Context: an optimization exercise on an open-source flow, tuned for small area and a short achievable clock period. The choices shown serve that exercise and are no tape-out recipe. At most, simulation tests tie the RTL to the original design; equivalence was not proved. Power and IR drop assume default switching activity.

==> flow/design.v <==
module nd2(a, b, y);
input a, b;
output y;
assign y = ~(a & b);
endmodule
module aoi222(a1, a2, b1, b2, c1, c2, y);
input a1, a2, b1, b2, c1, c2;
output y;
assign y = ~((a1 & a2) | (b1 & b2) | (c1 & c2));
endmodule
module sel32(s, d, y);
input [31:0] s, d;
output [11:0] y;
genvar g;
generate
	for (g = 0; g < 10; g = g + 1) begin : t
		aoi222 u(.a1(s[3*g]), .a2(d[3*g]), .b1(s[3*g+1]), .b2(d[3*g+1]),
		         .c1(s[3*g+2]), .c2(d[3*g+2]), .y(y[g]));
	end
endgenerate
nd2 u10(.a(s[30]), .b(d[30]), .y(y[10]));
nd2 u11(.a(s[31]), .b(d[31]), .y(y[11]));
endmodule
module sel17(s, d, y);
input [16:0] s, d;
output [6:0] y;
genvar g;
generate
	for (g = 0; g < 5; g = g + 1) begin : t
		aoi222 u(.a1(s[3*g]), .a2(d[3*g]), .b1(s[3*g+1]), .b2(d[3*g+1]),
		         .c1(s[3*g+2]), .c2(d[3*g+2]), .y(y[g]));
	end
endgenerate
nd2 u5(.a(s[15]), .b(d[15]), .y(y[5]));
nd2 u6(.a(s[16]), .b(d[16]), .y(y[6]));
endmodule
module processor(clk, clear_n, load, dload, laddr, insload,
                 pc, rf_we, rf_waddr, rf_wdata, dm_we, dm_addr, dm_wdata);
input clk, clear_n, load, dload;
input [15:0] laddr, insload;
output [15:0] pc;
output rf_we;
output [3:0] rf_waddr;
output [15:0] rf_wdata;
output dm_we;
output [4:0] dm_addr;
output [15:0] dm_wdata;
integer i;
genvar b, k;
reg [15:0] pc_r;      
reg [15:0] ir;        
reg [15:0] a_r, b_r;  
reg [7:0]  ime [0:31];  
reg [7:0]  imo [0:31];  
reg [15:0] rf  [0:15];  
reg [15:0] rvalid;      
reg [15:0] dm  [0:31];  
wire [3:0] op = ir[15:12];
wire [3:0] rd = ir[3:0];
wire is_add = (op == 4'd2);
wire is_sub = (op == 4'd6);
wire is_lw  = (op == 4'd8);
wire is_sw  = (op == 4'd10);
wire is_bne = (op == 4'd14);
wire is_jmp = (op == 4'd15);
wire writes = (op == 4'd0) | (op == 4'd1) | is_add | is_sub | (op == 4'd7) | (op == 4'd8);
wire rf_wen = writes & clear_n;
wire dm_wen = is_sw & clear_n;
wire [4:0]  daddr = a_r[4:0] + {1'b0, rd};
wire [4:0]  dx = a_r[4:0] ^ {1'b0, rd};
wire [4:0]  dand = a_r[4:0] & {1'b0, rd};
wire [4:0]  dor = a_r[4:0] | {1'b0, rd};
wire [31:0] dsel;
generate
	for (k = 0; k < 32; k = k + 1) begin : dsa
		wire [4:0] kk = k;
		wire [4:0] t;
		assign t[0] = dx[0] ^ ~kk[0];
		for (b = 1; b < 5; b = b + 1) begin : bt
			assign t[b] = dx[b] ^ ~kk[b] ^ (kk[b-1] ? dand[b-1] : dor[b-1]);
		end
		assign dsel[k] = &t;
	end
endgenerate
wire [31:0] rsel = dsel & {32{is_lw}};
wire [11:0] mry [0:15];
generate
	for (b = 0; b < 16; b = b + 1) begin : dmr
		wire [31:0] col;
		for (k = 0; k < 32; k = k + 1) begin : c
			assign col[k] = dm[k][b];
		end
		sel32 u(.s(rsel), .d(col), .y(mry[b]));
	end
endgenerate
wire        xs = a_r[15], ys = b_r[15];
wire [14:0] xm = a_r[14:0], ym = b_r[14:0];
wire        sx = xs ^ ys;
wire        sub = ~((is_add & ~sx) | (is_sub & sx));
wire [14:0] bb = ym ^ {15{sub}};
wire [14:0] g0 = xm & bb, p0 = xm ^ bb;
wire [14:0] g1, p1, g2, p2, g3, p3, G, P;  
generate
	for (k = 0; k < 15; k = k + 1) begin : pf
		if (k % 2 == 1) begin : a1
			assign g1[k] = g0[k] | p0[k] & g0[k-1];
			assign p1[k] = p0[k] & p0[k-1];
		end else begin : b1
			assign g1[k] = g0[k];
			assign p1[k] = p0[k];
		end
		if (k % 4 >= 2) begin : a2
			assign g2[k] = g1[k] | p1[k] & g1[(k/4)*4+1];
			assign p2[k] = p1[k] & p1[(k/4)*4+1];
		end else begin : b2
			assign g2[k] = g1[k];
			assign p2[k] = p1[k];
		end
		if (k % 8 >= 4) begin : a3
			assign g3[k] = g2[k] | p2[k] & g2[(k/8)*8+3];
			assign p3[k] = p2[k] & p2[(k/8)*8+3];
		end else begin : b3
			assign g3[k] = g2[k];
			assign p3[k] = p2[k];
		end
		if (k >= 8) begin : a4
			assign G[k] = g3[k] | p3[k] & g3[7];
			assign P[k] = p3[k] & p3[7];
		end else begin : b4
			assign G[k] = g3[k];
			assign P[k] = p3[k];
		end
	end
endgenerate
wire [14:0] s0 = p0 ^ {G[13:0], 1'b0};
wire [14:0] s1 = p0 ^ {G[13:0] | P[13:0], 1'b1};
wire        mgt = ~(G[14] | P[14]);    
wire        meq = P[14];               
wire [15:0] smres = ~sub ? {xs | (is_add & G[14]), s0}
                         : {~meq & (xs ^ mgt), (is_add & mgt) ? ~s0 : s1};
wire        ult = sx ? ys : mgt;       
wire [15:0] alu = ({16{op == 4'd0}} & a_r & b_r)
                | ({16{op == 4'd1}} & (a_r | b_r))
                | ({16{is_add | is_sub}} & smres)
                | {15'd0, (op == 4'd7) & ult};
wire [15:0] wdata;
generate
	for (b = 0; b < 16; b = b + 1) begin : wd
		assign wdata[b] = ~&{mry[b], ~alu[b]};
	end
endgenerate
wire taken = is_bne & (a_r != b_r);
wire [15:0] pc2 = pc_r + 16'd2;
wire [15:0] pcb = pc_r + 16'd2 + {12'd0, rd};
wire [15:0] pcj = {pc_r[15:13], ir[11:0], 1'b0};
wire [15:0] npc = is_jmp ? pcj : taken ? pcb : pc2;
wire [5:0] c3 = pc_r[5:0] + 6'd3;
wire [5:0] cb3 = pc_r[5:0] + 6'd3 + {2'd0, rd};
wire [4:0] oi = npc[5:1];
wire [4:0] ei = is_jmp ? ir[4:0] : taken ? cb3[5:1] : c3[5:1];
wire       swap = npc[0];
wire [31:0] esel = 32'd1 << ei;
wire [31:0] osel = 32'd1 << oi;
wire [7:0] ev, ov;
generate
	for (b = 0; b < 8; b = b + 1) begin : imr
		wire [31:0] ecol, ocol;
		wire [11:0] ey, oy;
		for (k = 0; k < 32; k = k + 1) begin : c
			assign ecol[k] = ime[k][b];
			assign ocol[k] = imo[k][b];
		end
		sel32 ue(.s(esel), .d(ecol), .y(ey));
		sel32 uo(.s(osel), .d(ocol), .y(oy));
		assign ev[b] = ~&ey;
		assign ov[b] = ~&oy;
	end
endgenerate
wire [5:0] la1 = laddr[5:0] + 6'd1;
wire [4:0] lo = laddr[5:1];
wire [4:0] le = la1[5:1];
wire [7:0] odat = laddr[0] ? insload[15:8] : insload[7:0];
wire [7:0] edat = laddr[0] ? insload[7:0] : insload[15:8];
wire [7:0] e0 = (load && le == 5'd0) ? edat : ime[0];
wire [7:0] o0 = (load && lo == 5'd0) ? odat : imo[0];
wire [15:0] ir_run = swap ? {ov, ev} : {ev, ov};
wire [15:0] ir_n = clear_n ? ir_run : {e0, o0};
wire [3:0]  rs_n = ir_run[11:8];
wire [3:0]  rt_n = ir_run[7:4];
wire [15:0] wm = writes ? (16'd1 << rd) : 16'd0;
wire [15:0] vm = rvalid & ~wm;
wire [15:0] das = 16'd1 << rs_n;
wire [15:0] dbs = 16'd1 << rt_n;
wire [16:0] asel = {|(das & wm), das & vm};
wire [16:0] bsel = {|(dbs & wm), dbs & vm};
wire [15:0] a_n, b_n;
generate
	for (b = 0; b < 16; b = b + 1) begin : rfr
		wire [16:0] col;
		wire [6:0] ay, by;
		for (k = 0; k < 16; k = k + 1) begin : c
			assign col[k] = rf[k][b];
		end
		assign col[16] = wdata[b];
		sel17 ua(.s(asel), .d(col), .y(ay));
		sel17 ub(.s(bsel), .d(col), .y(by));
		assign a_n[b] = clear_n & ~&ay;
		assign b_n[b] = clear_n & ~&by;
	end
endgenerate
always @(posedge clk) begin
	pc_r <= clear_n ? npc : 16'd0;
	ir <= ir_n;
	a_r <= a_n;
	b_r <= b_n;
end
always @(posedge clk) begin
	for (i = 0; i < 32; i = i + 1) begin
		if (load && le == i[4:0]) ime[i] <= edat;
		if (load && lo == i[4:0]) imo[i] <= odat;
	end
end
always @(posedge clk) begin
	for (i = 0; i < 16; i = i + 1)
		if (rf_wen && rd == i[3:0]) rf[i] <= wdata;
end
always @(posedge clk) begin
	if (!clear_n)
		rvalid <= 16'd0;
	else if (rf_wen)
		rvalid[rd] <= 1'b1;
end
always @(posedge clk) begin
	for (i = 0; i < 32; i = i + 1) begin
		if (dload) begin
			if (laddr[4:0] == i[4:0]) dm[i] <= insload;
		end else if (dm_wen && dsel[i])
			dm[i] <= b_r;
	end
end
assign pc = pc_r;
assign rf_we = rf_wen;
assign rf_waddr = rd;
assign rf_wdata = wdata;
assign dm_we = dm_wen;
assign dm_addr = daddr;
assign dm_wdata = b_r;
endmodule
export LEC_CHECK = 0
export CAP_MARGIN = 20
export CORE_MARGIN = 2
export CORE_UTILIZATION = 60
export CTS_BUF_LIST = sky130_fd_sc_hd__clkbuf_8
export PLACE_DENSITY = 0.7
export SLEW_MARGIN = 20
export SYNTH_HIERARCHICAL = 1
export SYNTH_MINIMUM_KEEP_SIZE = 0
create_clock -name core_clock -period 16.0 [get_ports {clk}]
standard.sh (not shown) runs the stock make flow with config.mk's settings and CLKGATE_MAP_FILE= SYNTH_SCRIPT=/design/flow/synth_recipe.tcl, a recipe that flattens the netlist after the stock synthesis.
==> flow/flow/run.sh <==
#!/bin/bash
# The standard layout (standard.sh: unchanged synthesis and steps) with two
# additions: repair_timing aims for more setup slack than the design's 0.5 ns,
# so the design is sized for a shorter achieved period (clock period and SDC are
# unchanged), and the reset input is placed next to the outputs it gates.
set -euo pipefail
here=$(pwd)
export SETUP_SLACK_MARGIN=9.0
export IO_CONSTRAINTS=$here/flow/io.tcl
bash standard.sh > standard_make.log 2>&1
==> flow/flow/io.tcl <==
# keep the reset input next to the two write-enable outputs it gates
set_io_pin_constraint -group -order -pin_names {rf_we clear_n dm_we}
Change:
--- a/flow/design.v
+++ b/flow/design.v
@@ -57,11 +57,10 @@
 reg [15:0] dm  [0:31];  
 wire [3:0] op = ir[15:12];
 wire [3:0] rd = ir[3:0];
 wire is_add = (op == 4'd2);
 wire is_sub = (op == 4'd6);
-wire is_lw  = (op == 4'd8);
 wire is_sw  = (op == 4'd10);
 wire is_bne = (op == 4'd14);
 wire is_jmp = (op == 4'd15);
 wire writes = (op == 4'd0) | (op == 4'd1) | is_add | is_sub | (op == 4'd7) | (op == 4'd8);
 wire rf_wen = writes & clear_n;
@@ -80,19 +79,20 @@
 			assign t[b] = dx[b] ^ ~kk[b] ^ (kk[b-1] ? dand[b-1] : dor[b-1]);
 		end
 		assign dsel[k] = &t;
 	end
 endgenerate
-wire [31:0] rsel = dsel & {32{is_lw}};
-wire [11:0] mry [0:15];
+wire [15:0] mrd;
 generate
 	for (b = 0; b < 16; b = b + 1) begin : dmr
 		wire [31:0] col;
+		wire [11:0] y;
 		for (k = 0; k < 32; k = k + 1) begin : c
 			assign col[k] = dm[k][b];
 		end
-		sel32 u(.s(rsel), .d(col), .y(mry[b]));
+		sel32 u(.s(dsel), .d(col), .y(y));
+		assign mrd[b] = ~&y;
 	end
 endgenerate
 wire        xs = a_r[15], ys = b_r[15];
 wire [14:0] xm = a_r[14:0], ym = b_r[14:0];
 wire        sx = xs ^ ys;
@@ -137,20 +137,20 @@
 wire        mgt = ~(G[14] | P[14]);    
 wire        meq = P[14];               
 wire [15:0] smres = ~sub ? {xs | (is_add & G[14]), s0}
                          : {~meq & (xs ^ mgt), (is_add & mgt) ? ~s0 : s1};
 wire        ult = sx ? ys : mgt;       
-wire [15:0] alu = ({16{op == 4'd0}} & a_r & b_r)
-                | ({16{op == 4'd1}} & (a_r | b_r))
-                | ({16{is_add | is_sub}} & smres)
-                | {15'd0, (op == 4'd7) & ult};
-wire [15:0] wdata;
-generate
-	for (b = 0; b < 16; b = b + 1) begin : wd
-		assign wdata[b] = ~&{mry[b], ~alu[b]};
-	end
-endgenerate
+reg [15:0] wdata;
+always @(*) begin
+	case (op)
+		4'd0: wdata = a_r & b_r;
+		4'd1: wdata = a_r | b_r;
+		4'd2, 4'd6: wdata = smres;
+		4'd7: wdata = {15'd0, ult};
+		default: wdata = mrd;
+	endcase
+end
 wire taken = is_bne & (a_r != b_r);
 wire [15:0] pc2 = pc_r + 16'd2;
 wire [15:0] pcb = pc_r + 16'd2 + {12'd0, rd};
 wire [15:0] pcj = {pc_r[15:13], ir[11:0], 1'b0};
 wire [15:0] npc = is_jmp ? pcj : taken ? pcb : pc2;
After rerunning: The changed run completed without violations. Area after synthesis barely changes. Power drops by 0.42%. Clock-buffer cell count goes up by 5. Global-route usage decreases by 0.56 points. Sequential power came out higher by about 1%. Setup slack gets better by 96 ps.
No functional check of the RTL was part of the second run of this note.

-- static timing again, ports no longer ideal --
No port has a modelled driver above. Below, the same layouts with a new extraction and two added sets of constraints. Step 1: set_driving_cell puts a clkbuf_16 on clk and a buf_2 on each other input, an assumption about the parent block. Step 2 adds t to the input delays and takes it off the output delays; t is the mean of the earliest and latest rising clock arrival at the registers after step 1. Input paths then give back, and output paths get back, about the clock's delay inside the block. Three values: ideal ports, drivers, drivers and shift; two values: the first two.
| run | shift t [ns] | slack for setup (ns) | worst data-port slew with drivers (ns) |
|---|---|---|---|
| the first run | 0.943 | 7.940 / 7.871 / 8.567 | 0.13 |
| the second run | 0.932 | 8.036 / 7.972 / 8.597 | 0.08 |
After both steps setup and hold are still met in every run listed.
